Source: an optimization exercise on an open RTL-to-GDS flow (aim: small area and a short achievable clock period). Production flows keep margins and buffers that such runs may drop. Where RTL was checked, it was by simulation tests only, not by an equivalence proof against the original.

==> inputs of trial 53 <==
// izhneuron_verilog
module izhneuron_verilog(clk, rst, en, WE, Addr, AER_BUS, Weight, spike_out);
input wire clk;
input wire rst;
input wire en;
input wire WE;
input wire [3:0] Addr;
input wire [3:0] AER_BUS;
input wire [10:0] Weight;
output wire spike_out;
reg [10:0] mem0, mem1, mem2, mem3;
reg [3:0] valid;                  
reg [10:0] wout, acc, I;
reg [13:0] N, t;              
wire sel0 = valid[0] & (AER_BUS == 4'd0);
wire sel1 = valid[1] & (AER_BUS == 4'd1);
wire sel2 = valid[2] & (AER_BUS == 4'd2);
wire sel3 = valid[3] & (AER_BUS == 4'd3);
wire [10:0] rdg = ({11{sel0}} & mem0) | ({11{sel1}} & mem1) | ({11{sel2}} & mem2) | ({11{sel3}} & mem3);
wire sm0 = acc[0] ^ wout[0];
wire sc0 = acc[0] & wout[0];
wire sm1 = acc[1] ^ wout[1] ^ sc0;
wire sc1 = (acc[1] & wout[1]) | (acc[1] & sc0) | (wout[1] & sc0);
wire sm2 = acc[2] ^ wout[2] ^ sc1;
wire sc2 = (acc[2] & wout[2]) | (acc[2] & sc1) | (wout[2] & sc1);
wire sm3 = acc[3] ^ wout[3] ^ sc2;
wire sc3 = (acc[3] & wout[3]) | (acc[3] & sc2) | (wout[3] & sc2);
wire sm4 = acc[4] ^ wout[4] ^ sc3;
wire sc4 = (acc[4] & wout[4]) | (acc[4] & sc3) | (wout[4] & sc3);
wire sm5 = acc[5] ^ wout[5] ^ sc4;
wire sc5 = (acc[5] & wout[5]) | (acc[5] & sc4) | (wout[5] & sc4);
wire sm6 = acc[6] ^ wout[6] ^ sc5;
wire sc6 = (acc[6] & wout[6]) | (acc[6] & sc5) | (wout[6] & sc5);
wire sm7 = acc[7] ^ wout[7] ^ sc6;
wire sc7 = (acc[7] & wout[7]) | (acc[7] & sc6) | (wout[7] & sc6);
wire sm8 = acc[8] ^ wout[8] ^ sc7;
wire sc8 = (acc[8] & wout[8]) | (acc[8] & sc7) | (wout[8] & sc7);
wire sm9 = acc[9] ^ wout[9] ^ sc8;
wire sc9 = (acc[9] & wout[9]) | (acc[9] & sc8) | (wout[9] & sc8);
wire sm10 = acc[10] ^ wout[10] ^ sc9;
wire sc10 = (acc[10] & wout[10]) | (acc[10] & sc9) | (wout[10] & sc9);
wire [10:0] sum = {sm10, sm9, sm8, sm7, sm6, sm5, sm4, sm3, sm2, sm1, sm0};
wire [10:0] I_next = en ? sum : I;
wire [10:0] In = {~I[10], I[9:0]};                              
wire [10:0] Inn = {~I_next[10], I_next[9:0]};
  ...
export LEC_CHECK = 0
export CAP_MARGIN = 20
export CORE_MARGIN = 2
export CORE_UTILIZATION = 40
export SLEW_MARGIN = 20
create_clock -name core_clock -period 21.0 [get_ports {clk}]
standard.sh (not shown) runs the stock make flow with config.mk's settings and CLKGATE_MAP_FILE= SYNTH_SCRIPT=/design/flow/synth_recipe.tcl, a recipe that flattens the netlist after the stock synthesis.
==> flow/flow/run.sh <==
#!/bin/bash
set -e
cp standard.sh standard.sh.log
export SETUP_SLACK_MARGIN=${FLOW_SETUP_MARGIN:-12}
export BUFFER_PORTS_ARGS="-buffer_cell sky130_fd_sc_hd__buf_2"
bash standard.sh synth > synth.log 2>&1
R=orfs/results/sky130hd/izhneuron_verilog/base
cp $R/1_2_yosys.v yosys_netlist_before_polar.v.log
python3 flow/polar.py $R/1_2_yosys.v $R/1_2_yosys.polar.v > polar.log 2>&1
mv $R/1_2_yosys.polar.v $R/1_2_yosys.v
rm -f $R/1_synth.odb
bash standard.sh > standard.log 2>&1
Other scripts of this flow, unchanged in this note and not shown: flow/flow/polar.py
==> build 2: changes against trial 53 <==
Settings changed: CTS_BUF_LIST from default to sky130_fd_sc_hd__clkbuf_8, CTS_CLUSTER_SIZE from default to 10.
==> notes <==
- Build 2 completed without violations. Trial 53 passed the timing, DRC and antenna checks.
- Between trial 53 and build 2, the lower worst setup slack is in build 2 (gap 0.0060 ns).
- Of trial 53 and build 2, build 2 has the higher wire length (gap 1.0%, measured against build 2).
- Hold slack: trial 53 is worse than build 2 (0.0045 ns).
- Core utilization is about the same in build 2 and trial 53.
- Cell area is about the same in build 2 and trial 53.
==> figures <==
quantity	build 2	trial 53
Area added between synthesis and finish	10.7%	10.7%
Fin worst setup slack	12.04 ns	12.04 ns
Global-route wire length before repair	30.4 mm	30.5 mm
Met1 Routed Length	8.78 mm	8.55 mm
Run status	timing/DRC/antenna clean	timing/DRC/antenna clean
First drt pass iteration count	5	4
Number of setup buffers added after CTS	3	1
Worst-Skew Late Latency	0.39 ns	0.36 ns
GRT Total Usage	17.7%	17.8%

========
==> inputs of run a <==
Another version of the RTL of izhneuron_verilog (not shown whole).
clock: 21.0 ns
lec_check: 0
cap_margin: 20
core_margin: 2
core_utilization: 40
slew_margin: 20
run.sh (not shown) runs the stock make flow with config.mk's settings and CLKGATE_MAP_FILE= SYNTH_SCRIPT=/design/flow/synth_recipe.tcl, a recipe that flattens the netlist after the stock synthesis.
Stock flow here: none of the scripts above is used.
==> inputs of run b, as changes to run a <==
--- a/flow/design.v
+++ b/flow/design.v
@@ -554,21 +554,20 @@
 assign y0[10] = x401 ^ G451;
 assign y0[11] = x404 ^ G453;
 assign y0[12] = x407 ^ G455;
 assign y0[13] = x410 ^ G457;
 wire signed [13:0] ts = t;
 wire f = ts < -14'sd1285;               
 wire spk = f | ~wsn;
 assign spike_out = ~rst & spk;
-wire [13:0] y1 = y0 - 14'd80;
-wire g0 = ~y0[13] & (y0[12:0] > 13'd1068);
-wire g1 = ~y0[13] & (y0[12:0] > 13'd1148);
-wire [13:0] u_next = spk ? u0 + 14'd80 : u0;
-wire [13:0] t_next = (f | (spk ? g1 : g0)) ? 14'd118 : (spk ? y1 : y0);
+wire [13:0] y = y0 + {spk, spk, spk, spk, spk, spk, spk, 1'b0, spk, spk, 4'b0000};    
+wire g = ~y[13] & (y[12:0] > 13'd1068);
+wire [13:0] u_next = u0 + {7'b0, spk, 1'b0, spk, 4'b0000};                           
+wire [13:0] t_next = (f | g) ? 14'd118 : y;
 always @(posedge clk) begin
 	if (WE && Addr[3:2] == 2'b00) begin
 		case (Addr[1:0])
 			2'd0: mem0 <= Weight;
 			2'd1: mem1 <= Weight;
 			2'd2: mem2 <= Weight;
 			default: mem3 <= Weight;
 		endcase
==> flow/flow/run.sh (new file) <==
#!/bin/bash
cp standard.sh standard.sh.log
export SETUP_SLACK_MARGIN=${FLOW_SETUP_MARGIN:-12}
export BUFFER_PORTS_ARGS="-buffer_cell sky130_fd_sc_hd__buf_2"
bash standard.sh > standard.log 2>&1
==> flow/standard.sh (new file) <==
#!/bin/bash
# synth_recipe.tcl (not shown) runs the flow's synth.tcl, then flattens the netlist and writes it again
# the make line also repeats each setting of config.mk as NAME=value (left out here)
make -C /OpenROAD-flow-scripts/flow DESIGN_CONFIG=/design/flow/config.mk WORK_HOME=/design/flow/orfs CLKGATE_MAP_FILE= SYNTH_SCRIPT=/design/flow/synth_recipe.tcl "${@:-finish}"
removed: flow/run.sh
==> inputs of run c, as changes to run a <==
--- a/flow/design.v
+++ b/flow/design.v
@@ -554,21 +554,20 @@
 assign y0[10] = x401 ^ G451;
 assign y0[11] = x404 ^ G453;
 assign y0[12] = x407 ^ G455;
 assign y0[13] = x410 ^ G457;
 wire signed [13:0] ts = t;
 wire f = ts < -14'sd1285;               
 wire spk = f | ~wsn;
 assign spike_out = ~rst & spk;
-wire [13:0] y1 = y0 - 14'd80;
-wire g0 = ~y0[13] & (y0[12:0] > 13'd1068);
-wire g1 = ~y0[13] & (y0[12:0] > 13'd1148);
-wire [13:0] u_next = spk ? u0 + 14'd80 : u0;
-wire [13:0] t_next = (f | (spk ? g1 : g0)) ? 14'd118 : (spk ? y1 : y0);
+wire [13:0] y = y0 + {spk, spk, spk, spk, spk, spk, spk, 1'b0, spk, spk, 4'b0000};    
+wire g = ~y[13] & (y[12:0] > 13'd1068);
+wire [13:0] u_next = u0 + {7'b0, spk, 1'b0, spk, 4'b0000};                           
+wire [13:0] t_next = (f | g) ? 14'd118 : y;
 always @(posedge clk) begin
 	if (WE && Addr[3:2] == 2'b00) begin
 		case (Addr[1:0])
 			2'd0: mem0 <= Weight;
 			2'd1: mem1 <= Weight;
 			2'd2: mem2 <= Weight;
 			default: mem3 <= Weight;
 		endcase
==> flow/flow/run.sh (new file) <==
#!/bin/bash
cp standard.sh standard.sh.log
export SETUP_SLACK_MARGIN=${FLOW_SETUP_MARGIN:-13}
export BUFFER_PORTS_ARGS="-buffer_cell sky130_fd_sc_hd__buf_2"
bash standard.sh > standard.log 2>&1
==> flow/standard.sh (new file) <==
#!/bin/bash
# synth_recipe.tcl (not shown) runs the flow's synth.tcl, then flattens the netlist and writes it again
# the make line also repeats each setting of config.mk as NAME=value (left out here)
make -C /OpenROAD-flow-scripts/flow DESIGN_CONFIG=/design/flow/config.mk WORK_HOME=/design/flow/orfs CLKGATE_MAP_FILE= SYNTH_SCRIPT=/design/flow/synth_recipe.tcl "${@:-finish}"
removed: flow/run.sh
==> comparison table <==
|  | run a | run c | run b |
|---|---|---|---|
| Status | complete, no violations | complete, no violations | complete, no violations |
| Number of cells upsized or downsized after cts | 0 | 78 | 53 |
| Met2 WL | 11,100 um | 13,300 um | 12,400 um |
| Total via count in the routed design | 7,363 | 7,777 | 7,670 |
| Highest achievable clock rate | 0.0933 GHz | 0.103 GHz | 0.103 GHz |
| Area taken by flip-flops and latches | 2620 sq um | 2630 sq um | 2630 sq um |
| Number of placed instances, taps included | 1,413 | 1,400 | 1,400 |
| Max Clock Skew | 0.0105 ns | 0.0175 ns | 0.0177 ns |
| Met1 GRT Util | 25.1% | 24.3% | 24.9% |
| Minimum hold slack | 0.473 ns | 0.480 ns | 0.478 ns |
| Post-synth top area share | 17.8% | 18.5% | 18.5% |
| Routing usage on met2 | 29.9% | 34.8% | 32.9% |
| Met3 Track Usage GR | 1.91% | 2.00% | 1.70% |
| Critical register-to-register path endpoint | t[5] | t[4] | t[4] |
| Synthesized Nets | 1,328 | 1,320 | 1,320 |
| Time the worst path needs with I/O delays and setup | 10.72 ns | 9.74 ns | 9.72 ns |
No functional check of the RTL was part of run b and run c.

-- re-timing with driven ports --
In the flow no input, the clock included, has a driving cell. The finished layouts below were timed again as built, in two steps. Step 1 assumes that a clkbuf_16 drives the clock port and a buf_2 every other input. Step 2, shift: input delay + t, output delay - t, t = (earliest + latest rising clock arrival at the registers) / 2. This alone moves slack from input paths to output paths. Slacks: no drivers / after step 1 / after step 2; pairs: no drivers / after step 1.
| run | t (ns) | setup slack, ns | worst setup path at the end | latest minus earliest clock arrival (ns) |
|---|---|---|---|---|
| trial 53 | 0.394 | 12.042 / 12.021 / 11.999 | input to register | 0.009 / 0.008 |
| build 2 | 0.419 | 12.036 / 12.015 / 12.015 | input to output | 0.016 / 0.015 |
| run a | 0.396 | 10.279 / 10.237 / 10.633 | register to output | 0.011 / 0.011 |
| run b | 0.402 | 11.280 / 11.239 / 11.641 | register to output | 0.018 / 0.018 |
| run c | 0.406 | 11.264 / 11.222 / 11.629 | register to output | 0.017 / 0.017 |
After both steps every run listed still meets setup and hold. The setup slack of trial 53, which loses most, moves by -0.021 ns with the drivers and by -0.043 ns with both steps.
